This is an optimization exercise on Yosys and OpenROAD, whose aim is small area, a short achievable clock period and few clock cycles, not a production implementation.
RTL that was checked went through simulation tests only; none was proved equivalent to the original.
No functional check of the RTL was part of run 1.

--- design/flow/design.v ---
module sqrt_u32(
        input             clk,
        input             rst_n,
        input             vld_in,
        input      [31:0] x,
        output reg        vld_out,
        output     [15:0] y
    );
    reg          busy;
    reg [3:0]    c;                         
    reg [16:0]   r;                         
    reg [12:0]   xh;                        
    reg [15:0]   z;                         
    assign y = z;
    function [32:0] step(input [32:0] rq, input [1:0] xx);
        reg [15:0] b;
        reg [15:0] d;
        reg        s;
        begin
            s = rq[32];
            b = {1'b0, rq[14:0]} ^ {16{~s}};
            d = rq[31:16] + b + {15'd0, xx[1] | xx[0]};
            step = {d[14:0], xx[1] ~^ xx[0], ~xx[0], rq[14:0], ~d[15]};
        end
    endfunction
    function [19:0] first(input [5:0] top);
        begin
            case (top)
            6'd0: first = {17'h1ffff, 3'd0};
            6'd1: first = {17'h00000, 3'd1};
            6'd2: first = {17'h00001, 3'd1};
            6'd3: first = {17'h00002, 3'd1};
            6'd4: first = {17'h1fffb, 3'd2};
            6'd5: first = {17'h1fffc, 3'd2};
            6'd6: first = {17'h1fffd, 3'd2};
            6'd7: first = {17'h1fffe, 3'd2};
            6'd8: first = {17'h1ffff, 3'd2};
            6'd9: first = {17'h00000, 3'd3};
            6'd10: first = {17'h00001, 3'd3};
            6'd11: first = {17'h00002, 3'd3};
            6'd12: first = {17'h00003, 3'd3};
            6'd13: first = {17'h00004, 3'd3};
            6'd14: first = {17'h00005, 3'd3};
            6'd15: first = {17'h00006, 3'd3};
            6'd16: first = {17'h1fff7, 3'd4};
            6'd17: first = {17'h1fff8, 3'd4};
            6'd18: first = {17'h1fff9, 3'd4};
            6'd19: first = {17'h1fffa, 3'd4};
            6'd20: first = {17'h1fffb, 3'd4};
            6'd21: first = {17'h1fffc, 3'd4};
            6'd22: first = {17'h1fffd, 3'd4};
            6'd23: first = {17'h1fffe, 3'd4};
            6'd24: first = {17'h1ffff, 3'd4};
            6'd25: first = {17'h00000, 3'd5};
            6'd26: first = {17'h00001, 3'd5};
            6'd27: first = {17'h00002, 3'd5};
            6'd28: first = {17'h00003, 3'd5};
            6'd29: first = {17'h00004, 3'd5};
            6'd30: first = {17'h00005, 3'd5};
            6'd31: first = {17'h00006, 3'd5};
            6'd32: first = {17'h00007, 3'd5};
            6'd33: first = {17'h00008, 3'd5};
            6'd34: first = {17'h00009, 3'd5};
            6'd35: first = {17'h0000a, 3'd5};
            6'd36: first = {17'h1fff3, 3'd6};
            6'd37: first = {17'h1fff4, 3'd6};
            6'd38: first = {17'h1fff5, 3'd6};
            6'd39: first = {17'h1fff6, 3'd6};
            6'd40: first = {17'h1fff7, 3'd6};
            6'd41: first = {17'h1fff8, 3'd6};
            6'd42: first = {17'h1fff9, 3'd6};
            6'd43: first = {17'h1fffa, 3'd6};
            6'd44: first = {17'h1fffb, 3'd6};
            6'd45: first = {17'h1fffc, 3'd6};
            6'd46: first = {17'h1fffd, 3'd6};
            6'd47: first = {17'h1fffe, 3'd6};
            6'd48: first = {17'h1ffff, 3'd6};
            6'd49: first = {17'h00000, 3'd7};
            6'd50: first = {17'h00001, 3'd7};
            6'd51: first = {17'h00002, 3'd7};
            6'd52: first = {17'h00003, 3'd7};
            6'd53: first = {17'h00004, 3'd7};
            6'd54: first = {17'h00005, 3'd7};
            6'd55: first = {17'h00006, 3'd7};
            6'd56: first = {17'h00007, 3'd7};
            6'd57: first = {17'h00008, 3'd7};
            6'd58: first = {17'h00009, 3'd7};
            6'd59: first = {17'h0000a, 3'd7};
            6'd60: first = {17'h0000b, 3'd7};
            6'd61: first = {17'h0000c, 3'd7};
            6'd62: first = {17'h0000d, 3'd7};
            6'd63: first = {17'h0000e, 3'd7};
            default: first = 20'd0;
            endcase
        end
    endfunction
    wire [14:0] valid = {(c[3] & c[2]),
                     (c[3] & (c[2] | (c[1] & c[0]))),
                     (c[3] & (c[2] | c[1])),
                     (c[3] & (c[2] | (c[1] | c[0]))),
                     c[3],
                     (c[3] | (c[2] & (c[1] & c[0]))),
                     (c[3] | (c[2] & c[1])),
                     (c[3] | (c[2] & (c[1] | c[0]))),
                     (c[3] | c[2]),
                     (c[3] | (c[2] | (c[1] & c[0]))),
                     (c[3] | (c[2] | c[1])),
                     (c[3] | (c[2] | (c[1] | c[0]))),
                     1'b1,
                     1'b1,
                     1'b1};
    wire [19:0] ld = first(x[31:26]);
    reg [32:0] it;                          
    integer k;
    always @* begin
        it = {r, 1'b0, z[14:0] & valid};
        for (k = 0; k < 1; k = k + 1)
            it = step(it, {xh[12-k], z[15-k]});
    end
    always @(posedge clk or negedge rst_n) begin
        if (!rst_n) begin
            busy    <= 1'b0;
            vld_out <= 1'b0;
        end else begin
            vld_out <= busy && c == 4'd12;
            if (!busy)
                busy <= vld_in;
            else if (c == 4'd12)
                busy <= 1'b0;
        end
    end
    always @(posedge clk) begin
        if (!busy) begin
            r  <= ld[19:3];
            xh <= {x[25], x[23], x[21], x[19], x[17], x[15], x[13], x[11], x[9], x[7], x[5], x[3], x[1]};
            z  <= {x[24], x[22], x[20], x[18], x[16], x[14], x[12], x[10], x[8], x[6], x[4], x[2], x[0], ld[2:0]};
            c  <= 4'd0;
        end else begin
            r  <= it[32:16];
            xh <= xh << 1;
            z  <= {z[14:0], it[0:0]};
            c  <= c + 4'd1;
        end
    end
endmodule
--- design/flow/standard.sh ---
#!/bin/bash
# synth_recipe.tcl (not shown) runs the flow's synth.tcl, then flattens the netlist and writes it again
# the make line also repeats each setting of config.mk as NAME=value (left out here)
make -C /OpenROAD-flow-scripts/flow DESIGN_CONFIG=/design/flow/config.mk WORK_HOME=/design/flow/orfs CLKGATE_MAP_FILE= SYNTH_SCRIPT=/design/flow/synth_recipe.tcl "${@:-finish}"
--- design/flow/flow/run.sh ---
#!/bin/bash
set -euo pipefail
MARGIN=$(cat flow/margin.txt)
bash standard.sh \
  "SETUP_SLACK_MARGIN=$MARGIN" \
  "BUFFER_PORTS_ARGS=-buffer_cell sky130_fd_sc_hd__buf_1" \
  finish > standard.log 2>&1
--- design/flow/flow/margin.txt ---
7.0
--- design/flow/constraint.sdc ---
create_clock -name core_clock -period 10.0 [get_ports {clk}]
set_input_delay 2.0000 -clock core_clock [delete_from_list [all_inputs] [get_ports {clk}]]
set_output_delay 2.0000 -clock core_clock [all_outputs]
set_load 0.01 [all_outputs]
--- design/flow/config.mk ---
export PLATFORM = sky130hd
export DESIGN_NAME = sqrt_u32
export DESIGN_NICKNAME = sqrt_u32
export VERILOG_FILES = /design/flow/design.v
export SDC_FILE = /design/flow/constraint.sdc
export NUM_CORES = 4
export LEC_CHECK = 0
export CAP_MARGIN = 20
export CORE_MARGIN = 2
export CORE_UTILIZATION = 55
export SLEW_MARGIN = 20
==> out/qor.txt, run 1 <==
HPWL after DPL = 4520 um
Root Buffer = clkbuf_8
Seq/Total Area, Yosys = 36.2%
Placed cell count = 418
Antenna violations before repair = 0
Met1 usage = 31.7%
CTS buffer count = 5
Syn avg cell area = 9.30 um2
Setup slack, reg-to-reg = 7.20 ns
M3 GR Usage = 4.38%
Setup tns final = 0 ns
DRC = 0
Fin crit period = 2.95 ns
Diode count = 0
Maximum fanout along the worst path = 7
Max Freq = 0.339 GHz
DR WL/cell = 13.9 um
Vias/cell = 5.46
Antenna viol nets, final = 0
Die ar. = 5870 um2
Clock slew at reported path FFs = 0.10 ns
M2 GR Usage = 31.8%
Worst-case clock skew = 0.0158 ns
Relative slew slack = 35.9%
Area Overhead vs Synth = 14.1%
Gate Count Post-Synth = 312
First-pass GRT wire length = 10100 um
Top-area cell type share of the netlist area = 34.5%
Biggest area consumer among synthesized cells = dfxtp_1
Final setup viols = 0
Clk sinks = 52
Vias in the first global route = 2166
Largest net degree at the start of global routing = 50
Post-synth cell types = 50
RSZ-0062 raised after global routing = yes
CTS tree = built
Detailed-route wire length = 5960 um
Status = finished clean
Die Height = 76.6 um
Crit-path cells = buf_4 -> inv_6 -> ha_4 -> nand2b_1 -> maj3_2 -> a21o_4 -> buf_4 -> o311ai_0
Top post-synthesis cells by area = dfxtp_1 (35%), mux2_2 (9.7%), ha_1 (9.1%)
Yosys Warn Count = 1
Crit end category = flip-flop
Crit-path max cell delay = 0.34 ns
I/O Buffers = 51
Initial core utilization = 56.8%
Slew Viols, Final = 0
Drt pass-1 iters = 4
Clk buf depth = 2
Nets@finish = 416
Worst-margin pin slew = 0.961 ns
Final Hold Vio Count = 0
Final Cycle Share = 29.5%
Crit path top cell by count = buf_4
Post-Layout Cell Count = 429
Setup crit start kind = primary input
Clock Latency Late Sink = 0.31 ns
H-tree depth = 2
Hold buffers post-CTS = 0
Slowest CP cell = maj3_2
I/O Pins = 52
Fill count = 462
Critical Path AT = 3.16 ns
Core Region = 5110 um2
GP Congestion = 0.866
DR vias = 2343
Share of cells above drive strength 1 = 16.2%
GR Overflow Total = 0
Row count = 26
Syn Std Cell Area = 2900 um2
Syn Nets = 370
Hold Path Class = flip-flop to flip-flop
Multi-input gate area = 1760 um2
Initial DRC Count = 173
Yosys reg bits = 52
Max_cap viols = 0
GRT Total Usage = 21.6%
Die Wd = 76.6 um
CP Data Required Time = 10.21 ns
Sequential cell area = 1060 um2
WS Path Type = primary input to flip-flop
GR peak layer = met2
## critical path: cells and delay by family
kind	cells	cell delay [ns]
buffers and inverters	3	0.32
AO/OA/AOI/OAI	2	0.32
adder cells (fa/ha/maj)	2	0.48
AND/OR/NAND/NOR	1	0.06
## per-layer routing
layer / vias up / wire (um)
li1: 1198 / -
met2: 59 / 2610
met4: 0 / 34
met3: 2 / 272
met1: 1084 / 3050
met5: - / 0
## metrics by stage
stage	utilization, %	area (um2)	setup WS (ns)	hold slack, ns
after floorplan	-	2940	6.92	0.430
after global placement	61.5	3140	6.42	0.436
after detailed placement	61.5	3140	6.41	0.440
after CTS	63.9	3270	6.99	0.466
after global routing	64.8	3310	7.00	0.479
final	64.8	3310	7.05	0.464
## cell usage in the layout, fill, tap and decap left out, types with 2 or more instances in the layout
cell type,netlist,final
inv_6,0,3
dfxtp_1,50,49
nand2_1,20,20
o211ai_1,9,9
buf_1,3,47
o311ai_0,2,2
a21oi_1,19,18
fa_1,2,2
o2111ai_1,2,2
inv_1,17,15
clkbuf_2,0,2
o31ai_1,4,4
mux2i_1,3,3
o21ai_0,21,21
nand3_1,7,7
xnor2_1,7,7
buf_4,3,4
nor2b_1,4,4
nor2_1,18,18
or4_1,2,2
nand2b_1,3,3
nor3_1,5,5
nand2_2,2,2
o21a_1,4,4
and2_1,3,3
ha_1,21,20
a21o_1,5,4
xor2_1,18,17
mux2_2,25,25
nand4_1,2,2
clkbuf_8,0,5
## worst paths after layout
path / start / cells after the start / endpoint
min in group asynchronous: rst_n / 1 / busy
worst max-delay path: x[26] / 8 / r[13]
worst max register to register: r[16] / 9 / r[12]
max in group asynchronous: rst_n / 1 / busy
worst min register to register: xh[9] / 1 / xh[10]
worst min-delay path: xh[9] / 1 / xh[10]
## sequential cells by signal, summed over array words and instances, names as in the netlist
signal and count:
xh 13, c 4, busy 1, r 17, z 16, vld_out 1
## cell type report
class                      count  share of cell area [%]
multi-input combinational    228                    53.3
sequential                    52                    31.9
timing repair buffer          54                    6.88
tap                           70                    2.65
inverter                      17                    2.46
clock buffer                   5                    2.08
clock inverter                 3                   0.756
## cell families after synthesis
| logic type | Yosys count | synth area share (%) |
|---|---|---|
| simple gates | 77 | 13.8 |
| compound gates | 74 | 16.3 |
| flops | 52 | 36.2 |
| buf+inv | 32 | 4.62 |
| mux | 28 | 10.7 |
| xor+xnor | 25 | 7.55 |
| fa+ha+maj | 24 | 10.8 |
## repair_timing
action,CTS,global route
endpoints found under the hold margin,0,0
setup buffers,2,1
resized for setup,6,10
pin swaps,1,2
endpoints found under the setup margin,8,9
## cell usage after synthesis (all sizes together)
master / number
dfxtp: 50
mux2: 25
nand2: 22
ha: 21
o21ai: 21
a21oi: 19
nor2: 18
xor2: 18
inv: 17
o211ai: 9
buf: 8
clkbuf: 7
nand3: 7
xnor2: 7
nor3: 6
a21o: 5
nor2b: 4
o21a: 4
o31ai: 4
and2: 3
mux2i: 3
nand2b: 3
o311ai: 3
a311o: 2
a311oi: 2
dfrtp: 2
fa: 2
nand4: 2
o2111ai: 2
or4: 2
or4b: 2
a211o: 1
a211oi: 1
a31o: 1
and3: 1
and4: 1
maj3: 1
nand3b: 1
nor3b: 1
nor4: 1
nor4b: 1
nor4bb: 1
or2: 1
==> run 2, diff against run 1 <==
--- a/design/flow/design.v
+++ b/design/flow/design.v
@@ -13,14 +13,14 @@
     reg [15:0]   z;                         
     assign y = z;
     function [32:0] step(input [32:0] rq, input [1:0] xx);
-        reg [15:0] b;
-        reg [15:0] d;
+        reg [16:0] b;
+        reg [16:0] d;
         reg        s;
         begin
             s = rq[32];
-            b = {1'b0, rq[14:0]} ^ {16{~s}};
-            d = rq[31:16] + b + {15'd0, xx[1] | xx[0]};
-            step = {d[14:0], xx[1] ~^ xx[0], ~xx[0], rq[14:0], ~d[15]};
+            b = {2'b00, rq[14:0]} ^ {17{~s}};
+            d = rq[32:16] + b + {16'd0, xx[1] | xx[0]};
+            step = {d[14:0], xx[1] ~^ xx[0], ~xx[0], rq[14:0], ~d[16]};
         end
     endfunction
     function [19:0] first(input [5:0] top);
==> design/flow/flow/margin.txt (replaced) <==
7.1
==> run 2 against run 1 <==
  * Still clean
  * Utilization down 0.078 points
  * Non-clock buffer count up 3
  * Routed wire length down 0.32%
  * Maximum frequency up 2.4%
  * Clock skew down 0.0072 ns
  * Area after synthesis down 1.3%
  * Count of clock-buffer cells in the layout unchanged
  * First-iteration DRC count down 34%
  * Critical path depth down 7
  * Largest cell class unchanged
==> out/qor.txt, run 2 <==
Status = finished clean (unchanged)
DR vias = 2254 (was 2343)
Die Height = 76.2 um (was 76.6 um)
Top cell family by delay on the critical path = flip-flops (was adder cells)
Maximum fanout along the worst path = 3 (was 7)
Post-synth top cells = dfxtp_1 (50), mux2_2 (26), ha_1 (23) (was dfxtp_1 (50), mux2_2 (25), ha_1 (21), o21ai_0 (21), nand2_1 (20))
Initial DRC Count = 114 (was 173)
EDFF count, synth = 0 (unchanged)
Final Hold Vio Count = 0 (unchanged)
Async set or reset register ratio after synthesis = 3.85% (unchanged)
Crit-path max cell delay = 0.41 ns (was 0.34 ns)
Drt pass-1 iters = 5 (was 4)
Final Cycle Share = 28.8% (was 29.5%)
GR Overflow Total = 0 (unchanged)
Initial core utilization = 56.4% (was 56.8%)
Yosys Warn Count = 1 (unchanged)
DR WL/cell = 14.3 um (was 13.9 um)
Max_cap viols = 0 (unchanged)
Crit end category = output pin (was flip-flop)
Hold Path Class = flip-flop to flip-flop (unchanged)
Dpl ws = 6.71 ns (was 6.41 ns)
Reg with most FFs = r (unchanged)
Sequential cell area = 1060 um2 (about the same)
Top FF cell, synth = dfxtp_1 (unchanged)
Crit-path cells = buf_1 (was buf_4 -> inv_6 -> ha_4 -> nand2b_1 -> maj3_2 -> a21o_4 -> buf_4 -> o311ai_0)
Hold Worst Slack = 0.432 ns (was 0.464 ns)
DP Area = 3120 um2 (was 3140 um2)
Diode count = 0 (unchanged)
CTS buffer count = 5 (unchanged)
I/O Buffers = 51 (unchanged)
GRT Total Usage = 21.0% (was 21.6%)
Antenna violations before repair = 0 (unchanged)
Detailed-route wire length = 5940 um (was 5960 um)
Clock Latency Late Sink = 0.30 ns (was 0.31 ns)
CTS tree = built (unchanged)
H-tree depth = 2 (unchanged)
Syn Std Cell Area = 2860 um2 (was 2900 um2)
Setup tns final = 0 ns (unchanged)
Die ar. = 5800 um2 (was 5870 um2)
Yosys reg bits = 52 (unchanged)
Relative slew slack = 61.3% (was 35.9%)
Setup crit start kind = flip-flop (was primary input)
Row count = 26 (unchanged)
Final instance area = 3280 um2 (was 3310 um2)
Area Overhead vs Synth = 14.6% (was 14.1%)
HPWL after DPL = 4270 um (was 4520 um)
Syn avg cell area = 9.71 um2 (was 9.30 um2)
Multi-input gate area = 1710 um2 (was 1760 um2)
Clk sinks = 52 (unchanged)
Fin crit period = 2.88 ns (was 2.95 ns)
First-pass GRT wire length = 9810 um (was 10100 um)
Nets@finish = 404 (was 416)
Top post-synthesis cells by area = dfxtp_1 (35%), mux2_2 (10%), ha_1 (10%) (was dfxtp_1 (35%), mux2_2 (9.7%), ha_1 (9.1%))
Number of flip-flops in the largest register = 17 (unchanged)
Slew Viols, Final = 0 (unchanged)
Core Region = 5070 um2 (was 5110 um2)
Largest registers = r: 17 flops, z: 16 flops, xh: 13 flops (unchanged)
Post-Layout Cell Count = 415 (was 429)
Clock slew at reported path FFs = 0.10 ns (about the same)
Root Buffer = clkbuf_8 (unchanged)
Critical Path AT = 0.88 ns (was 3.16 ns)
Setup slack, reg-to-reg = 7.18 ns (was 7.20 ns)
Slowest CP cell = dfxtp_1 (was maj3_2)
CP Data Required Time = 8.00 ns (was 10.21 ns)
RSZ-0062 raised after global routing = yes (unchanged)
Gate Count Post-Synth = 295 (was 312)
Setup WS post-layout = 7.12 ns (was 7.05 ns)
Fin util = 64.7% (was 64.8%)
DRC = 0 (unchanged)
Largest net degree at the start of global routing = 47 (was 50)
WS Path Type = flip-flop to output pin (was primary input to flip-flop)
Vias/cell = 5.43 (was 5.46)
Most frequent cells in the layout = buf_1 (49), dfxtp_1 (41), mux2_2 (25) (was dfxtp_1 (49), buf_1 (47), mux2_2 (25))
Count leader, synth = dfxtp_1 (unchanged)
Placed cell count = 402 (was 418)
Antenna viol nets, final = 0 (unchanged)
Final setup viols = 0 (unchanged)
Post-synth cell types = 52 (was 50)
Worst path bufs/invs = 1 (was 3)
GP Congestion = 0.846 (was 0.866)
Worst-case clock skew = 0.00856 ns (was 0.0158 ns)
I/O Pins = 52 (unchanged)
Die Wd = 76.2 um (was 76.6 um)
Vias in the first global route = 2132 (was 2166)
Max Freq = 0.347 GHz (was 0.339 GHz)
Top-area cell type share of the netlist area = 34.9% (was 34.5%)
Worst-margin pin slew = 0.577 ns (was 0.961 ns)
Syn Nets = 355 (was 370)
Seq/Total Area, Yosys = 36.7% (was 36.2%)
Fill count = 450 (was 462)
Share of cells above drive strength 1 = 19.4% (was 16.2%)
Clk buf depth = 2 (unchanged)
Hold buffers post-CTS = 0 (unchanged)
Commonest non-fill, non-tap cell in the layout = buf_1 (was dfxtp_1)
Biggest area consumer among synthesized cells = dfxtp_1 (unchanged)
-- run 2: cell families (layout without fill, tap and decap cells) --
| family | count (synthesis) | count (layout) | share of synthesized area, % |
|---|---|---|---|
| and+or+nand+nor | 70 | 70 | 13.0 |
| AOI/OAI and AO/OA | 61 | 61 | 15.1 |
| DFF | 52 | 52 | 36.7 |
| buffers and inverters | 34 | 84 | 5.15 |
| muxes | 29 | 29 | 11.3 |
| adders and majority gates | 25 | 25 | 11.4 |
| xor gates and xnor gates | 24 | 24 | 7.34 |
-- run 2: path summary, 6_finish.rpt --
kind | cells after the start | startpoint | endpoint
setup / recovery | 1 | z[0] | y[0]
hold / removal | 1 | c[0] | c[0]
setup reg to reg | 12 | c[1] | z[0]
hold reg to reg | 1 | c[0] | c[0]
max in group asynchronous | 1 | rst_n | busy
min in group asynchronous | 1 | rst_n | vld_out
-- run 2: timing repair --
action | CTS | global route
cloned | 0 | 0
buffers inserted | 0 | 5
endpoints found under the setup margin | 14 | 18
gates resized for setup | 3 | 16
pin swaps | 0 | 2
-- run 2: area by class of cell --
cell class | instances | area share [%]
multi-input cells | 209 | 51.9
flip-flops and latches | 52 | 32.4
repair buffers | 57 | 7.36
inverters | 19 | 2.90
well taps | 70 | 2.67
clock buffers | 5 | 2.10
clock inverters | 3 | 0.686
-- run 2: per-layer routing --
layer | global-route usage [%] | vias to the layer above | part of all wire [%]
met2 | 37.4 | 70 | 50
met5 | 0 | - | 0
met3 | 4.27 | 6 | 5.0
met4 | 4.91 | 0 | 0.79
li1 | - | 1136 | -
met1 | 26.1 | 1042 | 44
-- run 2: worst reg2reg max path, stage by stage (launching register included) --
cell      delay, ns
dfxtp_2        0.37
ha_1           0.17
inv_1          0.05
ha_1           0.18
inv_1          0.06
o21ai_1        0.07
xnor2_1        0.15
ha_1           0.37
and3_1         0.22
a221oi_4       0.36
nor4_2         0.12
o31a_1         0.33
o31a_1         0.28
Testbench counts of run 2, summed over its fixed seeds: cycles 33,608.
==> run 3, diff against run 2 <==
==> design/flow/flow/margin.txt (replaced) <==
7.0
==> run 3 against run 2 <==
  * Worst setup slack lost 0.038 ns
  * Critical path type is now primary input to flip-flop
  * Final cell count decreased by 0.48%
  * Synthesized cell count unchanged
  * Area after synthesis is the same
  * Via count is 2.4% lower
  * First-iteration DRC count shrank 8.8%
  * Sequential share of layout area increased by 0.20 points
  * Design area down 1.4%
==> out/qor.txt, run 3 <==
Status = finished clean (unchanged)
GRT Total Usage = 20.9% (was 21.0%)
I/O Pins = 52 (unchanged)
I/O Buffers = 51 (unchanged)
HPWL after DPL = 4240 um (was 4270 um)
WS Path Type = primary input to flip-flop (was flip-flop to output pin)
Hold buffers post-CTS = 0 (unchanged)
Most frequent cells in the layout = buf_1 (51), dfxtp_1 (48), mux2_2 (26) (was buf_1 (49), dfxtp_1 (41), mux2_2 (25))
Row count = 26 (unchanged)
Clock Latency Late Sink = 0.30 ns (about the same)
Final Hold Vio Count = 0 (unchanged)
Vias/cell = 5.33 (was 5.43)
Maximum fanout along the worst path = 6 (was 3)
Number of flip-flops in the largest register = 17 (unchanged)
Worst-margin pin slew = 0.566 ns (was 0.577 ns)
CTS buffer count = 5 (unchanged)
Crit end category = flip-flop (was output pin)
Slew Viols, Final = 0 (unchanged)
First-pass GRT wire length = 9770 um (was 9810 um)
Die Wd = 76.2 um (unchanged)
Fin crit period = 2.92 ns (was 2.88 ns)
Top FF cell, synth = dfxtp_1 (unchanged)
Antenna violations before repair = 0 (unchanged)
Diode count = 0 (unchanged)
Final Cycle Share = 29.2% (was 28.8%)
Die Height = 76.2 um (unchanged)
H-tree depth = 2 (unchanged)
Nets@finish = 402 (was 404)
Largest registers = r: 17 flops, z: 16 flops, xh: 13 flops (unchanged)
Root Buffer = clkbuf_8 (unchanged)
Share of cells above drive strength 1 = 14.3% (was 19.4%)
Async set or reset register ratio after synthesis = 3.85% (unchanged)
Antenna viol nets, final = 0 (unchanged)
Count leader, synth = dfxtp_1 (unchanged)
Hold Path Class = flip-flop to flip-flop (unchanged)
Max Freq = 0.342 GHz (was 0.347 GHz)
Max_cap viols = 0 (unchanged)
DR WL/cell = 13.8 um (was 14.3 um)
Top-area cell type share of the netlist area = 34.9% (unchanged)
GP Congestion = 0.863 (was 0.846)
Yosys reg bits = 52 (unchanged)
Initial DRC Count = 104 (was 114)
Seq/Total Area, Yosys = 36.7% (unchanged)
Syn avg cell area = 9.71 um2 (unchanged)
Largest net degree at the start of global routing = 47 (unchanged)
DRC = 0 (unchanged)
Critical Path AT = 3.12 ns (was 0.88 ns)
Top post-synthesis cells by area = dfxtp_1 (35%), mux2_2 (10%), ha_1 (10%) (unchanged)
Vias in the first global route = 2087 (was 2132)
Worst-case clock skew = 0.00527 ns (was 0.00856 ns)
Drt pass-1 iters = 5 (unchanged)
GR Overflow Total = 0 (unchanged)
Die ar. = 5800 um2 (unchanged)
DR vias = 2200 (was 2254)
Clk buf depth = 2 (unchanged)
Clock slew at reported path FFs = 0.10 ns (about the same)
Gate Count Post-Synth = 295 (unchanged)
Setup tns final = 0 ns (unchanged)
Syn Nets = 355 (unchanged)
Final setup viols = 0 (unchanged)
Core Region = 5070 um2 (unchanged)
Detailed-route wire length = 5720 um (was 5940 um)
Post-synth cell types = 52 (unchanged)
Biggest area consumer among synthesized cells = dfxtp_1 (unchanged)
DP Area = 3080 um2 (was 3120 um2)
Post-synth top cells = dfxtp_1 (50), mux2_2 (26), ha_1 (23) (unchanged)
Yosys Warn Count = 1 (unchanged)
Reg with most FFs = r (unchanged)
CTS tree = built (unchanged)
Setup crit start kind = primary input (was flip-flop)
Final instance area = 3240 um2 (was 3280 um2)
Fill count = 459 (was 450)
CP Data Required Time = 10.20 ns (was 8.00 ns)
Area Overhead vs Synth = 13.0% (was 14.6%)
RSZ-0062 raised after global routing = yes (unchanged)
EDFF count, synth = 0 (unchanged)
Relative slew slack = 61.3% (about the same)
Syn Std Cell Area = 2860 um2 (unchanged)
Fin util = 63.8% (was 64.7%)
Commonest non-fill, non-tap cell in the layout = buf_1 (unchanged)
Initial core utilization = 56.4% (unchanged)
Clk sinks = 52 (unchanged)
==> run 3: cell type report <==
type,instances,area [um2],share of cell area (%)
timing repair buffer,55,221,6.84
sequential,52,1050,32.6
clock inverter,2,38.8,1.20
tap,70,87.6,2.71
inverter,19,73.8,2.28
clock buffer,6,72.6,2.24
multi-input combinational,209,1690,52.2
==> run 3: kinds of logic (layout without fill, tap and decap cells) <==
group,Yosys count,after routing,share of synthesized area (%)
and+or+nand+nor,70,70,13.0
AOI/OAI and AO/OA,61,61,15.1
DFF,52,52,36.7
buffers and inverters,34,82,5.15
muxes,29,29,11.3
adders and majority gates,25,25,11.4
xor gates and xnor gates,24,24,7.34
==> run 3: final timing paths <==
kind                              from       to  slack [ns]  cells after the start
worst max-delay path             x[30]    r[11]        7.08                      5
worst min-delay path            xh[10]   xh[11]        0.46                      1
worst max register to register    c[0]     z[0]        7.17                     12
worst min register to register  xh[10]   xh[11]        0.46                      1
max in group asynchronous        rst_n  vld_out        8.41                      1
min in group asynchronous        rst_n     busy        1.46                      1
==> run 3: timing repair <==
action / 4_1_cts / 5_1_grt
setup endpoints to repair: 0 / 5
gates resized for setup: 0 / 6
setup buffers: 0 / 3
==> run 3: metal layers <==
layer  track usage [%]  share of wire (%)
met5                 0                  0
met1              28.2                 48
met2              34.4                 46
met4              6.18                1.0
met3              4.03                4.8
==> run 3: metrics by stage <==
stage | hold slack, ns | setup slack (ns) | cells
finish | 0.459 | 7.08 | 413
global route | 0.477 | 6.98 | 413
CTS | 0.464 | 7.03 | 410
detailed placement | 0.441 | 6.78 | 402
global placement | 0.435 | 6.83 | 402
floorplan | 0.414 | 7.00 | 295
==> run 3: worst max-delay path, stage by stage <==
cell      delay [ns]
buf_1           0.13
nor3_1          0.26
a211oi_1        0.08
o21a_1          0.26
or3_1           0.38
==> run 4, diff against run 3 <==
--- a/design/flow/config.mk
+++ b/design/flow/config.mk
@@ -7,5 +7,5 @@
 export LEC_CHECK = 0
 export CAP_MARGIN = 20
 export CORE_MARGIN = 2
-export CORE_UTILIZATION = 55
+export CORE_UTILIZATION = 62
 export SLEW_MARGIN = 20
==> run 4 against run 3 <==
  * Still clean
  * Global-route usage grew 2.5 points
  * Maximum frequency shrank 0.62%
  * Count of clock-buffer cells in the layout is the same
  * Worst setup slack lost 0.018 ns
  * Critical path depth shrank 4
  * Design area shrank 1.3%
  * Area after synthesis is the same
  * Critical endpoint is now y[2]
==> out/qor.txt, run 4 <==
DR WL/cell = 14.1 um (was 13.8 um)
Post-synth top cells = dfxtp_1 (50), mux2_2 (26), ha_1 (23) (unchanged)
Die ar. = 5180 um2 (was 5800 um2)
Hold buffers post-CTS = 0 (unchanged)
Slowest CP cell = dfxtp_1 (was or3_1)
Status = finished clean (unchanged)
Largest registers = r: 17 flops, z: 16 flops, xh: 13 flops (unchanged)
Top cell family by delay on the critical path = flip-flops (was simple AND/OR/NAND/NOR gates)
Final Cycle Share = 29.4% (was 29.2%)
Max Freq = 0.340 GHz (was 0.342 GHz)
Most frequent cells in the layout = buf_1 (51), dfxtp_1 (49), mux2_2 (26) (was buf_1 (51), dfxtp_1 (48), mux2_2 (26))
Initial DRC Count = 101 (was 104)
Share of cells above drive strength 1 = 13.8% (was 14.3%)
Count leader, synth = dfxtp_1 (unchanged)
Core Region = 4410 um2 (was 5070 um2)
WS Path Type = flip-flop to output pin (was primary input to flip-flop)
Worst path bufs/invs = 1 (unchanged)
DR vias = 2193 (was 2200)
Top post-synthesis cells by area = dfxtp_1 (35%), mux2_2 (10%), ha_1 (10%) (unchanged)
Top FF cell, synth = dfxtp_1 (unchanged)
CTS tree = built (unchanged)
Setup tns final = 0 ns (unchanged)
Die Wd = 72.0 um (was 76.2 um)
Antenna violations before repair = 0 (unchanged)
GR Overflow Total = 0 (unchanged)
Setup crit start kind = flip-flop (was primary input)
Clk sinks = 52 (unchanged)
Clock slew at reported path FFs = 0.09 ns (was 0.10 ns)
Vias in the first global route = 2240 (was 2087)
GP Congestion = 0.872 (was 0.863)
Area Overhead vs Synth = 11.5% (was 13.0%)
Nets@finish = 400 (was 402)
Worst-case clock skew = 0.00217 ns (was 0.00527 ns)
Vias/cell = 5.58 (was 5.33)
DRC = 0 (unchanged)
Slew Viols, Final = 0 (unchanged)
Clk buf depth = 2 (unchanged)
Die Height = 72.0 um (was 76.2 um)
EDFF count, synth = 0 (unchanged)
Async set or reset register ratio after synthesis = 3.85% (unchanged)
Diode count = 0 (unchanged)
Top-area cell type share of the netlist area = 34.9% (unchanged)
Hold Path Class = flip-flop to flip-flop (unchanged)
Crit-path max cell delay = 0.45 ns (was 0.38 ns)
Detailed-route wire length = 5550 um (was 5720 um)
Drt pass-1 iters = 4 (was 5)
Antenna viol nets, final = 0 (unchanged)
H-tree depth = 2 (unchanged)
Initial core utilization = 64.9% (was 56.4%)
Max_cap viols = 0 (unchanged)
Final setup viols = 0 (unchanged)
Commonest non-fill, non-tap cell in the layout = buf_1 (unchanged)
Gate Count Post-Synth = 295 (unchanged)
Crit-path cells = buf_1 (was buf_1 -> nor3_1 -> a211oi_1 -> o21a_1 -> or3_1)
Fin crit period = 2.94 ns (was 2.92 ns)
Syn avg cell area = 9.71 um2 (unchanged)
Number of flip-flops in the largest register = 17 (unchanged)
Worst-margin pin slew = 0.554 ns (was 0.566 ns)
Syn Nets = 355 (unchanged)
Largest net degree at the start of global routing = 47 (unchanged)
Root Buffer = clkbuf_8 (unchanged)
Clock Latency Late Sink = 0.30 ns (about the same)
Crit end category = output pin (was flip-flop)
HPWL after DPL = 4210 um (was 4240 um)
Critical Path AT = 0.94 ns (was 3.12 ns)
Yosys Warn Count = 1 (unchanged)
Sequential cell area = 1050 um2 (about the same)
Hold Worst Slack = 0.459 ns (about the same)
Biggest area consumer among synthesized cells = dfxtp_1 (unchanged)
RSZ-0062 raised after global routing = no (was yes)
GRT Total Usage = 23.5% (was 20.9%)
Fill count = 368 (was 459)
Multi-input gate area = 1680 um2 (was 1690 um2)
Row count = 24 (was 26)
Maximum fanout along the worst path = 3 (was 6)
Final Hold Vio Count = 0 (unchanged)
Post-synth cell types = 52 (unchanged)
I/O Buffers = 51 (unchanged)
First-pass GRT wire length = 9690 um (was 9770 um)
CP Data Required Time = 8.00 ns (was 10.20 ns)
Relative slew slack = 63.0% (was 61.3%)
Yosys reg bits = 52 (unchanged)
CTS buffer count = 5 (unchanged)
I/O Pins = 52 (unchanged)
Seq/Total Area, Yosys = 36.7% (unchanged)
Reg with most FFs = r (unchanged)
Syn Std Cell Area = 2860 um2 (unchanged)
run 4: cell type report:
cell class	instances	share of cell area (%)
Clock buffer	6	2.59
Clock inverter	2	1.21
Inverter	19	2.23
Multi-Input combinational cell	209	52.5
Sequential cell	52	32.9
Tap cell	52	2.04
Timing Repair Buffer	53	6.46
run 4: repair_timing:
action / in CTS / in global routing
gates resized for setup: 0 / 3
endpoints found under the setup margin: 0 / 3
setup buffers: 0 / 1
run 4: cells by family after synthesis:
logic type,share of synthesized area [%]
simple gates,13.0
compound gates,15.1
flops,36.7
buf+inv,5.15
mux,11.3
fa+ha+maj,11.4
xor+xnor,7.34
run 4: metrics by stage:
step                worst slack (ns)  instance area, um2  instances  util [%]
CTS                             7.05                3180        392      72.1
floorplan                       7.00                2870        295         -
global route                    7.01                3190        393      72.4
detailed placement              6.80                3060        384      69.3
finish                          7.06                3190        393      72.4
global placement                6.82                3060        384      69.3
run 4: path summary, 6_finish.rpt:
path / cells after the start / slack (ns) / to / start
min in group asynchronous: 1 / 1.46 / vld_out / rst_n
max: 1 / 7.06 / y[2] / z[2]
max in group asynchronous: 1 / 8.42 / busy / rst_n
max reg2reg: 9 / 7.16 / z[0] / r[16]
min reg2reg: 1 / 0.46 / xh[6] / xh[5]
min: 1 / 0.46 / xh[6] / xh[5]
run 4: routing by layer:
metal	wire length, um	share of wire, %	GRT usage, %
met3	257	4.6	4.72
met5	0	0	0
met1	2700	49	32.0
met4	76	1.4	5.87
met2	2520	45	38.5
==> run 5, diff against run 4 <==
--- a/design/flow/config.mk
+++ b/design/flow/config.mk
@@ -7,5 +7,5 @@
 export LEC_CHECK = 0
 export CAP_MARGIN = 20
 export CORE_MARGIN = 2
-export CORE_UTILIZATION = 62
+export CORE_UTILIZATION = 48
 export SLEW_MARGIN = 20
==> run 5 against run 4 <==
  * Sequential share of layout area shrank 0.56 points
  * Utilization down 17 points
  * Die area is 27% higher
  * Critical endpoint unchanged
  * Global-route usage decreased by 3.7 points
  * Count of clock-buffer cells in the layout unchanged
  * Register-to-register slack lost 0.02 ns
  * Still clean on timing, DRC and antenna
  * Critical path depth is the same
==> out/qor.txt, run 5 <==
Status = finished clean (unchanged)
DR vias = 2164 (was 2193)
Yosys Warn Count = 1 (unchanged)
Top-area cell type share of the netlist area = 34.9% (unchanged)
Fin crit period = 2.90 ns (was 2.94 ns)
Slowest CP cell = dfxtp_1 (unchanged)
GR Overflow Total = 0 (unchanged)
Slew Viols, Final = 0 (unchanged)
H-tree depth = 2 (unchanged)
Syn Std Cell Area = 2860 um2 (unchanged)
Post-Layout Cell Count = 420 (was 393)
M1 wire length = 2920 um (was 2700 um)
Crit end category = output pin (unchanged)
Final Hold Vio Count = 0 (unchanged)
Nets@finish = 404 (was 400)
Syn Nets = 355 (unchanged)
GRT Total Usage = 19.7% (was 23.5%)
I/O Buffers = 51 (unchanged)
Max layer used = met4 (unchanged)
Detailed-route wire length = 5960 um (was 5550 um)
Diode count = 0 (unchanged)
Clock slew at reported path FFs = 0.09 ns (about the same)
Worst path bufs/invs = 1 (unchanged)
Initial DRC Count = 75 (was 101)
R2r startpoint = r[16] (unchanged)
Worst-margin pin slew = 0.586 ns (was 0.554 ns)
Async set or reset register ratio after synthesis = 3.85% (unchanged)
First-pass GRT wire length = 10000 um (was 9690 um)
Post-synth top cells = dfxtp_1 (50), mux2_2 (26), ha_1 (23) (unchanged)
Die Wd = 81.2 um (was 72.0 um)
Clk buf depth = 2 (unchanged)
Number of flip-flops in the largest register = 17 (unchanged)
Placed cell count = 407 (was 384)
Clock Latency Late Sink = 0.31 ns (was 0.30 ns)
Seq/Total Area, Yosys = 36.7% (unchanged)
Largest net degree at the start of global routing = 47 (unchanged)
Setup slack, reg-to-reg = 7.14 ns (was 7.16 ns)
CP Data Required Time = 8.00 ns (about the same)
Max Freq = 0.345 GHz (was 0.340 GHz)
Crit-path cells = buf_1 (unchanged)
Die ar. = 6600 um2 (was 5180 um2)
Final Cycle Share = 29.0% (was 29.4%)
Final setup viols = 0 (unchanged)
Clk sinks = 52 (unchanged)
Root Buffer = clkbuf_8 (unchanged)
Top cell family by delay on the critical path = flip-flops (unchanged)
I/O Pins = 52 (unchanged)
Count leader, synth = dfxtp_1 (unchanged)
GP Congestion = 0.898 (was 0.872)
Worst-case clock skew = 0.00837 ns (was 0.00217 ns)
Cell depth of the worst hold path = 1 (unchanged)
DR WL met3 = 264 um (was 257 um)
Largest registers = r: 17 flops, z: 16 flops, xh: 13 flops (unchanged)
Max_cap viols = 0 (unchanged)
Initial core utilization = 49.0% (was 64.9%)
RSZ-0062 raised after global routing = yes (was no)
Fill count = 526 (was 368)
Vias in the first global route = 2135 (was 2240)
Core Region = 5850 um2 (was 4410 um2)
Area Overhead vs Synth = 13.6% (was 11.5%)
Syn avg cell area = 9.71 um2 (unchanged)
Min-Delay Startpoint = xh[10] (was xh[5])
R2r worst-path depth = 9 (unchanged)
Die Height = 81.2 um (was 72.0 um)
Biggest area consumer among synthesized cells = dfxtp_1 (unchanged)
Relative slew slack = 59.9% (was 63.0%)
Critical Path AT = 0.90 ns (was 0.94 ns)
Share of cells above drive strength 1 = 15.1% (was 13.8%)
Antenna violations before repair = 0 (unchanged)
Crit-path max cell delay = 0.42 ns (was 0.45 ns)
Setup crit start kind = flip-flop (unchanged)
CTS buffer count = 5 (unchanged)
Top post-synthesis cells by area = dfxtp_1 (35%), mux2_2 (10%), ha_1 (10%) (unchanged)
DRC = 0 (unchanged)
Reg with most FFs = r (unchanged)
CTS tree = built (unchanged)
DR WL/cell = 14.2 um (was 14.1 um)
Routed length on met2 = 2730 um (was 2520 um)
Commonest non-fill, non-tap cell in the layout = buf_1 (unchanged)
Hold Path Class = flip-flop to flip-flop (unchanged)
HPWL after DPL = 4390 um (was 4210 um)
Vias/cell = 5.15 (was 5.58)
Setup tns final = 0 ns (unchanged)
Gate Count Post-Synth = 295 (unchanged)
RR Endpoint = z[0] (unchanged)
Drt pass-1 iters = 4 (unchanged)
Top FF cell, synth = dfxtp_1 (unchanged)
Row count = 28 (was 24)
Most frequent cells in the layout = buf_1 (51), dfxtp_1 (48), mux2_2 (26) (was buf_1 (51), dfxtp_1 (49), mux2_2 (26))
Yosys reg bits = 52 (unchanged)
Hold buffers post-CTS = 0 (unchanged)
Maximum fanout along the worst path = 3 (unchanged)
WS Path Type = flip-flop to output pin (unchanged)
Post-synth cell types = 52 (unchanged)
EDFF count, synth = 0 (unchanged)
Antenna viol nets, final = 0 (unchanged)
Hold Path End = xh[11] (was xh[6])
[run 5: cell counts after synthesis]
Identical to the previous run, type by type.
[run 5: how the worst max path moves through the flow]
stage	start	endpoint	slack, ns	depth (start not counted)
final	z[2]	y[2]	7.10	1
after global routing	r[16]	z[0]	6.96	9
after CTS	c[2]	z[0]	7.01	11
after detailed placement	x[26]	r[11]	6.81	7
after global placement	x[28]	r[11]	6.82	5
after floorplan	x[26]	r[3]	7.00	7
[run 5: per-layer routing]
layer | up-vias | track usage (%)
met5 | - | 0
met4 | 0 | 4.58
met3 | 4 | 4.44
met2 | 46 | 31.7
met1 | 973 | 27.0
li1 | 1141 | -
[run 5: final cells by class]
class,count,area (um2),area share [%]
tap,75,93.8,2.88
inverter,19,75.1,2.31
timing repair buffer,57,236,7.27
clock inverter,2,38.8,1.19
multi-input combinational,209,1670,51.4
clock buffer,6,82.6,2.54
sequential,52,1050,32.4
[run 5: kinds of logic after synthesis]
family / after synthesis / share of synthesized area [%]
and+or+nand+nor: 70 / 13.0
AOI/OAI and AO/OA: 61 / 15.1
DFF: 52 / 36.7
buffers and inverters: 34 / 5.15
muxes: 29 / 11.3
adders and majority gates: 25 / 11.4
xor gates and xnor gates: 24 / 7.34
[run 5: what timing repair did]
item	in CTS	in global routing
buffers inserted	0	5
resized for setup	0	4
endpoints found under the setup margin	0	3
[run 5: stage by stage]
stage | cell area, um2 | hold slack [ns] | worst slack [ns] | utilization, %
2_1_floorplan | 2870 | 0.414 | 7.00 | -
3_5_place_dp | 3090 | 0.442 | 6.81 | 52.8
3_3_place_gp | 3090 | 0.436 | 6.82 | 52.8
6_report | 3250 | 0.460 | 7.10 | 55.6
4_1_cts | 3210 | 0.465 | 7.01 | 54.9
5_1_grt | 3250 | 0.480 | 6.96 | 55.6
==> run 6, diff against run 5 <==
--- a/design/flow/design.v
+++ b/design/flow/design.v
@@ -7,7 +7,7 @@
         output     [15:0] y
     );
     reg          busy;
-    reg [3:0]    c;                         
+    reg [6:0]    jc;                        
     reg [16:0]   r;                         
     reg [12:0]   xh;                        
     reg [15:0]   z;                         
@@ -94,21 +94,22 @@
             endcase
         end
     endfunction
-    wire [14:0] valid = {(c[3] & c[2]),
-                     (c[3] & (c[2] | (c[1] & c[0]))),
-                     (c[3] & (c[2] | c[1])),
-                     (c[3] & (c[2] | (c[1] | c[0]))),
-                     c[3],
-                     (c[3] | (c[2] & (c[1] & c[0]))),
-                     (c[3] | (c[2] & c[1])),
-                     (c[3] | (c[2] & (c[1] | c[0]))),
-                     (c[3] | c[2]),
-                     (c[3] | (c[2] | (c[1] & c[0]))),
-                     (c[3] | (c[2] | c[1])),
-                     (c[3] | (c[2] | (c[1] | c[0]))),
+    wire [14:0] valid = {(jc[6] & ~jc[4]),
+                     (jc[6] & ~jc[3]),
+                     (jc[6] & ~jc[2]),
+                     (jc[6] & ~jc[1]),
+                     (jc[6] & ~jc[0]),
+                     jc[6],
+                     (jc[5] | jc[6]),
+                     (jc[4] | jc[6]),
+                     (jc[3] | jc[6]),
+                     (jc[2] | jc[6]),
+                     (jc[1] | jc[6]),
+                     (jc[0] | jc[6]),
                      1'b1,
                      1'b1,
                      1'b1};
+    wire        last = (jc[6] & ~jc[4]);
     wire [19:0] ld = first(x[31:26]);
     reg [32:0] it;                          
     integer k;
@@ -122,10 +123,10 @@
             busy    <= 1'b0;
             vld_out <= 1'b0;
         end else begin
-            vld_out <= busy && c == 4'd12;
+            vld_out <= busy && last;
             if (!busy)
                 busy <= vld_in;
-            else if (c == 4'd12)
+            else if (last)
                 busy <= 1'b0;
         end
     end
@@ -134,12 +135,12 @@
             r  <= ld[19:3];
             xh <= {x[25], x[23], x[21], x[19], x[17], x[15], x[13], x[11], x[9], x[7], x[5], x[3], x[1]};
             z  <= {x[24], x[22], x[20], x[18], x[16], x[14], x[12], x[10], x[8], x[6], x[4], x[2], x[0], ld[2:0]};
-            c  <= 4'd0;
+            jc <= 7'd0;
         end else begin
             r  <= it[32:16];
             xh <= xh << 1;
             z  <= {z[14:0], it[0:0]};
-            c  <= c + 4'd1;
+            jc <= {jc[5:0], ~jc[6]};
         end
     end
 endmodule
==> design/flow/flow/margin.txt (replaced) <==
6.9
--- a/design/flow/config.mk
+++ b/design/flow/config.mk
@@ -7,5 +7,5 @@
 export LEC_CHECK = 0
 export CAP_MARGIN = 20
 export CORE_MARGIN = 2
-export CORE_UTILIZATION = 48
+export CORE_UTILIZATION = 55
 export SLEW_MARGIN = 20
==> run 6 against run 5 <==
  * Utilization is 7.5 points higher
  * Final cell count is 2.9% lower
  * Die area is 8.5% lower
  * Sequential cell count is 3 higher
  * Maximum frequency is 1.9% lower
  * Critical path depth is 5 higher
  * Count of clock-buffer cells in the layout is 1 lower
  * Via count is 1.9% higher
  * Non-clock buffer count is 5 lower
  * Largest cell class unchanged
  * Highest routed layer unchanged
==> out/qor.txt, run 6 <==
Status = finished clean (unchanged)
DR vias = 2205 (was 2164)
Syn avg cell area = 10.1 um2 (was 9.71 um2)
Root Buffer = clkbuf_8 (unchanged)
Vias in the first global route = 2202 (was 2135)
Antenna viol nets, final = 0 (unchanged)
DP Area = 3170 um2 (was 3090 um2)
Hold Path Class = flip-flop to flip-flop (unchanged)
Crit-path max cell delay = 0.23 ns (was 0.42 ns)
EDFF count, synth = 0 (unchanged)
Min-Delay Startpoint = jc[5] (was xh[10])
Setup crit start kind = primary input (was flip-flop)
Number of flip-flops in the largest register = 17 (unchanged)
Clock slew at reported path FFs = 0.10 ns (was 0.09 ns)
I/O Buffers = 51 (unchanged)
Top cell family by delay on the critical path = compound AO/OA/AOI/OAI gates (was flip-flops)
GP Congestion = 0.852 (was 0.898)
Initial core utilization = 57.8% (was 49.0%)
Setup slack, reg-to-reg = 7.24 ns (was 7.14 ns)
Hold buffers post-CTS = 0 (unchanged)
GR Overflow Total = 0 (unchanged)
CTS buffer count = 5 (unchanged)
WS Path Type = primary input to flip-flop (was flip-flop to output pin)
Slowest CP cell = nand2_2 (was dfxtp_1)
Post-synth cell types = 54 (was 52)
Core Region = 5170 um2 (was 5850 um2)
Initial DRC Count = 78 (was 75)
Row count = 26 (was 28)
GRT Total Usage = 20.7% (was 19.7%)
Detailed-route wire length = 5910 um (was 5960 um)
RSZ-0062 raised after global routing = no (was yes)
Postcts setup bufs = 0 (unchanged)
Biggest area consumer among synthesized cells = dfxtp_1 (unchanged)
I/O Pins = 52 (unchanged)
Crit-path cells = buf_1 -> nand2b_1 -> a21oi_1 -> a21o_1 -> nand2_2 -> o21ai_0 (was buf_1)
Gate Count Post-Synth = 296 (was 295)
Yosys Warn Count = 1 (unchanged)
CTS tree = built (unchanged)
R2r startpoint = r[16] (unchanged)
Critical Path AT = 3.12 ns (was 0.90 ns)
Reg with most FFs = r (unchanged)
Syn Nets = 354 (was 355)
Top-area cell type share of the netlist area = 35.5% (was 34.9%)
Final instance area = 3270 um2 (was 3250 um2)
Maximum fanout along the worst path = 13 (was 3)
Final Hold Vio Count = 0 (unchanged)
Cell depth of the worst hold path = 1 (unchanged)
H-tree depth = 2 (unchanged)
Die ar. = 6040 um2 (was 6600 um2)
Async set or reset register ratio after synthesis = 3.64% (was 3.85%)
Yosys reg bits = 55 (was 52)
DR WL/cell = 14.5 um (was 14.2 um)
Count leader, synth = dfxtp_1 (unchanged)
Post-synth top cells = dfxtp_1 (53), mux2_2 (25), ha_1 (21), xnor2_1 (21), o21ai_0 (17) (was dfxtp_1 (50), mux2_2 (26), ha_1 (23))
Setup tns final = 0 ns (unchanged)
Final Cycle Share = 29.5% (was 29.0%)
DRC = 0 (unchanged)
Slew Viols, Final = 0 (unchanged)
Worst path bufs/invs = 1 (unchanged)
HPWL after DPL = 4380 um (was 4390 um)
Max_cap viols = 0 (unchanged)
Largest net degree at the start of global routing = 46 (was 47)
Worst-case clock skew = 0.00740 ns (was 0.00837 ns)
Worst-margin pin slew = 0.745 ns (was 0.586 ns)
Top post-synthesis cells by area = dfxtp_1 (36%), mux2_2 (9.4%), ha_1 (8.8%) (was dfxtp_1 (35%), mux2_2 (10%), ha_1 (10%))
Final setup viols = 0 (unchanged)
Largest registers = r: 17 flops, z: 16 flops, xh: 13 flops (unchanged)
CP Data Required Time = 10.17 ns (was 8.00 ns)
Vias/cell = 5.40 (was 5.15)
Top FF cell, synth = dfxtp_1 (unchanged)
Clock Latency Late Sink = 0.31 ns (about the same)
First-pass GRT wire length = 9960 um (was 10000 um)
Commonest non-fill, non-tap cell in the layout = dfxtp_1 (was buf_1)
Area Overhead vs Synth = 9.30% (was 13.6%)
Seq/Total Area, Yosys = 37.2% (was 36.7%)
Hold Path End = jc[6] (was xh[11])
Crit end category = flip-flop (was output pin)
Relative slew slack = 50.3% (was 59.9%)
Die Wd = 77.7 um (was 81.2 um)
Fill count = 464 (was 526)
RR Endpoint = z[0] (unchanged)
Clk buf depth = 2 (unchanged)
Diode count = 0 (unchanged)
R2r worst-path depth = 8 (was 9)
Drt pass-1 iters = 4 (unchanged)
Clk sinks = 55 (was 52)
Most frequent cells in the layout = dfxtp_1 (53), buf_1 (49), mux2_2 (25) (was buf_1 (51), dfxtp_1 (48), mux2_2 (26))
Syn Std Cell Area = 2990 um2 (was 2860 um2)
Antenna violations before repair = 0 (unchanged)
Share of cells above drive strength 1 = 15.4% (was 15.1%)
Max Freq = 0.339 GHz (was 0.345 GHz)
Nets@finish = 395 (was 404)
Fin crit period = 2.95 ns (was 2.90 ns)
Die Height = 77.7 um (was 81.2 um)
==> run 6: changes by cell type in the layout (fill, tap and decap cells not counted), sizes merged, moves of 4 or more <==
cell	delta
buf	-7
a21oi	+5
and2	+5
inv	-4
nand3	-4
==> run 6: final cells by class <==
type	instances	area, um2	share of cell area [%]
Timing Repair Buffer	52	201	6.17
Tap cell	70	87.6	2.68
Inverter	12	45.0	1.38
Clock inverter	3	22.5	0.690
Multi-Input combinational cell	211	1730	53.0
Clock buffer	5	68.8	2.11
Sequential cell	55	1110	34.0
==> run 6: how the worst max path moves through the flow <==
| stage | slack (ns) | depth (start not counted) | end | from |
|---|---|---|---|---|
| 3_5_place_dp | 6.54 | 5 | r[13] | x[31] |
| 3_3_place_gp | 6.55 | 5 | r[13] | x[31] |
| 6_report | 7.05 | 6 | r[6] | x[29] |
| 2_1_floorplan | 7.01 | 7 | r[10] | x[28] |
| 4_1_cts | 7.01 | 6 | r[13] | x[28] |
| 5_1_grt | 6.92 | 6 | r[13] | x[29] |
==> run 6: cells by family after synthesis <==
kind of cell,count (synthesis),share of synthesized area (%)
buffers and inverters,30,5.02
and+or+nand+nor,71,12.7
adders and majority gates,23,10.1
muxes,27,10.1
xor gates and xnor gates,24,7.04
AOI/OAI and AO/OA,66,17.8
DFF,55,37.2
==> run 6: worst register-to-register path: cells and delay by family (launching register included) <==
family	cells	cell delay (ns)
simple gates	1	0.06
compound gates	4	1.14
buf+inv	1	0.33
flops	1	0.48
xor+xnor	1	0.33
fa+ha+maj	1	0.32
==> run 6: repair_timing <==
| item | 4_1_cts | 5_1_grt |
|---|---|---|
| hold endpoints to repair | 0 | 0 |
| endpoints found under the setup margin | 8 | 13 |
| gates resized for setup | 1 | 2 |
==> run 6: per-layer routing <==
layer  vias to the layer above  part of all wire, %  GRT usage [%]
met1                      1029                   46           25.8
met3                         4                  3.6           4.53
met4                         0                 0.66           6.07
li1                       1128                    -              -
met2                        44                   50           35.7
met5                         -                    0              0
==> run 6: through the flow <==
stage / util (%) / std cells / hold WS (ns) / setup slack [ns]
final: 63.1 / 408 / 0.461 / 7.05
after global routing: 63.1 / 408 / 0.484 / 6.92
after CTS: 63.1 / 408 / 0.463 / 7.01
after detailed placement: 61.3 / 400 / 0.439 / 6.54
after global placement: 61.3 / 400 / 0.433 / 6.55
after floorplan: - / 296 / 0.424 / 7.01
Testbench counts of run 6, summed over its fixed seeds: cycles 33,608.
==> run 7, diff against run 6 <==
==> design/flow/flow/margin.txt (replaced) <==
7.1
==> run 7 against run 6 <==
  * Still clean on timing, DRC and antenna
  * Synthesized cell count unchanged
  * Via count up 0.50%
  * Critical endpoint is now y[12]
  * Largest cell class unchanged
  * Highest routed layer unchanged
==> out/qor.txt, run 7 <==
Row count = 26 (unchanged)
Post-synth cell types = 54 (unchanged)
R2r startpoint = r[16] (unchanged)
Count leader, synth = dfxtp_1 (unchanged)
Crit end category = output pin (was flip-flop)
Clock slew at reported path FFs = 0.10 ns (about the same)
Yosys reg bits = 55 (unchanged)
Antenna violations before repair = 0 (unchanged)
Post-Layout Cell Count = 411 (was 408)
Maximum fanout along the worst path = 3 (was 13)
Crit-path cells = buf_1 (was buf_1 -> nand2b_1 -> a21oi_1 -> a21o_1 -> nand2_2 -> o21ai_0)
Top post-synthesis cells by area = dfxtp_1 (36%), mux2_2 (9.4%), ha_1 (8.8%) (unchanged)
Worst path bufs/invs = 1 (unchanged)
Die Height = 77.7 um (unchanged)
DR WL/cell = 14.1 um (was 14.5 um)
Placed cell count = 400 (unchanged)
Relative slew slack = 50.9% (was 50.3%)
Gate Count Post-Synth = 296 (unchanged)
Setup slack, reg-to-reg = 7.35 ns (was 7.24 ns)
GR Overflow Total = 0 (unchanged)
Worst-margin pin slew = 0.735 ns (was 0.745 ns)
Max Freq = 0.349 GHz (was 0.339 GHz)
Root Buffer = clkbuf_8 (unchanged)
Share of cells above drive strength 1 = 19.9% (was 15.4%)
Drt pass-1 iters = 4 (unchanged)
Fin crit period = 2.86 ns (was 2.95 ns)
Die Wd = 77.7 um (unchanged)
RR Endpoint = r[15] (was z[0])
Hold Path End = jc[6] (unchanged)
DR vias = 2216 (was 2205)
GP Congestion = 0.866 (was 0.852)
I/O Buffers = 51 (unchanged)
Top cell family by delay on the critical path = flip-flops (was compound AO/OA/AOI/OAI gates)
Seq/Total Area, Yosys = 37.2% (unchanged)
Post-synth top cells = dfxtp_1 (53), mux2_2 (25), ha_1 (21), xnor2_1 (21), o21ai_0 (17) (unchanged)
Crit-path max cell delay = 0.39 ns (was 0.23 ns)
Worst-case clock skew = 0.00277 ns (was 0.00740 ns)
Syn Nets = 354 (unchanged)
Diode count = 0 (unchanged)
CTS tree = built (unchanged)
Reg with most FFs = r (unchanged)
Hold Worst Slack = 0.462 ns (was 0.461 ns)
Fill count = 462 (was 464)
Area Overhead vs Synth = 12.1% (was 9.30%)
Critical path depth in cells = 1 (was 6)
Detailed-route wire length = 5810 um (was 5910 um)
Die ar. = 6040 um2 (unchanged)
Most frequent cells in the layout = dfxtp_1 (49), buf_1 (43), mux2_2 (25) (was dfxtp_1 (53), buf_1 (49), mux2_2 (25))
Nets@finish = 398 (was 395)
WS Path Type = flip-flop to output pin (was primary input to flip-flop)
Setup tns final = 0 ns (unchanged)
Yosys Warn Count = 1 (unchanged)
Top FF cell, synth = dfxtp_1 (unchanged)
Largest net degree at the start of global routing = 46 (unchanged)
Syn avg cell area = 10.1 um2 (unchanged)
GRT Total Usage = 19.6% (was 20.7%)
Min-Delay Startpoint = jc[5] (unchanged)
DRC = 0 (unchanged)
Sequential cell area = 1120 um2 (was 1110 um2)
EDFF count, synth = 0 (unchanged)
Biggest area consumer among synthesized cells = dfxtp_1 (unchanged)
Number of flip-flops in the largest register = 17 (unchanged)
I/O Pins = 52 (unchanged)
Vias in the first global route = 2082 (was 2202)
Commonest non-fill, non-tap cell in the layout = dfxtp_1 (unchanged)
Status = finished clean (unchanged)
Antenna viol nets, final = 0 (unchanged)
HPWL after DPL = 4370 um (was 4380 um)
Final Hold Vio Count = 0 (unchanged)
R2r worst-path depth = 10 (was 8)
Clk buf depth = 2 (unchanged)
Initial DRC Count = 75 (was 78)
First-pass GRT wire length = 9490 um (was 9960 um)
Top-area cell type share of the netlist area = 35.5% (unchanged)
Max_cap viols = 0 (unchanged)
Core Region = 5170 um2 (unchanged)
CP Data Required Time = 8.00 ns (was 10.17 ns)
Largest registers = r: 17 flops, z: 16 flops, xh: 13 flops (unchanged)
Vias/cell = 5.39 (was 5.40)
RSZ-0062 raised after global routing = no (unchanged)
H-tree depth = 2 (unchanged)
Slowest CP cell = dfxtp_1 (was nand2_2)
Initial core utilization = 57.8% (unchanged)
Clock Latency Late Sink = 0.31 ns (about the same)
Async set or reset register ratio after synthesis = 3.64% (unchanged)
Final setup viols = 0 (unchanged)
Clk sinks = 55 (unchanged)
Syn Std Cell Area = 2990 um2 (unchanged)
Final Cycle Share = 28.6% (was 29.5%)
CTS buffer count = 5 (unchanged)
Multi-input gate area = 1750 um2 (was 1730 um2)
Slew Viols, Final = 0 (unchanged)
Cell depth of the worst hold path = 1 (unchanged)
Hold Path Class = flip-flop to flip-flop (unchanged)
Setup crit start kind = flip-flop (was primary input)
Critical Path AT = 0.86 ns (was 3.12 ns)
==> run 7: cell counts after synthesis <==
No cell type changed its count.
==> run 7: cells by family after synthesis <==
| kind of cell | share of synthesized area [%] |
|---|---|
| and+or+nand+nor | 12.7 |
| DFF | 37.2 |
| muxes | 10.1 |
| adders and majority gates | 10.1 |
| xor gates and xnor gates | 7.04 |
| AOI/OAI and AO/OA | 17.8 |
| buffers and inverters | 5.02 |
==> run 7: cell type report <==
cell class	count	share of cell area [%]
Tap cell	70	2.62
Multi-Input combinational cell	211	52.2
Inverter	12	1.46
Clock buffer	5	2.06
Timing Repair Buffer	55	6.91
Sequential cell	55	33.3
Clock inverter	3	1.38
==> run 7: what timing repair did <==
action                                  4_1_cts  5_1_grt
hold buffers                                  0        0
gates resized for setup                       5       10
buffers inserted                              0        3
endpoints found under the setup margin       15       18
==> run 7: metrics by stage <==
| step | util, % | setup slack (ns) | instance area (um2) |
|---|---|---|---|
| 6_report | 64.7 | 7.14 | 3350 |
| 2_1_floorplan | - | 7.11 | 3010 |
| 3_3_place_gp | 61.6 | 6.72 | 3180 |
| 5_1_grt | 64.7 | 7.10 | 3350 |
| 3_5_place_dp | 61.6 | 6.66 | 3180 |
| 4_1_cts | 64.0 | 7.12 | 3310 |
==> run 7: worst max-delay path by stage <==
stage	start	end	slack, ns
global placement	x[28]	r[13]	6.72
detailed placement	x[28]	r[4]	6.66
finish	z[12]	y[12]	7.14
floorplan	x[28]	r[10]	7.11
global route	z[12]	y[12]	7.10
CTS	z[14]	y[14]	7.12
==> run 7: layer usage <==
layer,track usage [%],vias up,wire [um]
met2,34.1,44,2900
met1,24.8,1026,2640
li1,-,1138,-
met4,5.54,0,65
met5,0,-,0
met3,3.49,8,208

## separate check: timing with driven ports
The results above use ideal ports. As a check the final layouts listed here were re-extracted and re-timed, cells and wires unchanged.
Step 1 sets driving cells, clkbuf_16 on the clock port and buf_2 on the other inputs (assumed; they add their load-dependent delay and slew).
Step 2 times the ports against the registers' clock, not the clock port: input delays grow and output delays shrink by t, the midpoint of the rising clock arrivals with the driver on.
a / b / c = ideal / step 1 / step 2; a / b = the first two.
run	t (ns)	setup WS [ns]	worst setup path after step 2	worst data-port slew with drivers (ns)	pins driven straight from the clock port
run 1	0.335	7.047 / 7.036 / 6.719	input to register	0.05	1
run 2	0.327	7.118 / 7.089 / 6.830	input to register	0.03	1
run 3	0.329	7.080 / 7.089 / 6.760	input to register	0.03	1
run 4	0.331	7.061 / 7.033 / 6.798	input to register	0.03	1
run 5	0.330	7.103 / 7.075 / 6.799	input to register	0.03	1
run 6	0.332	7.048 / 7.052 / 6.720	input to register	0.03	1
run 7	0.331	7.139 / 7.114 / 6.840	input to register	0.03	1
After both steps every run listed still meets setup and hold.
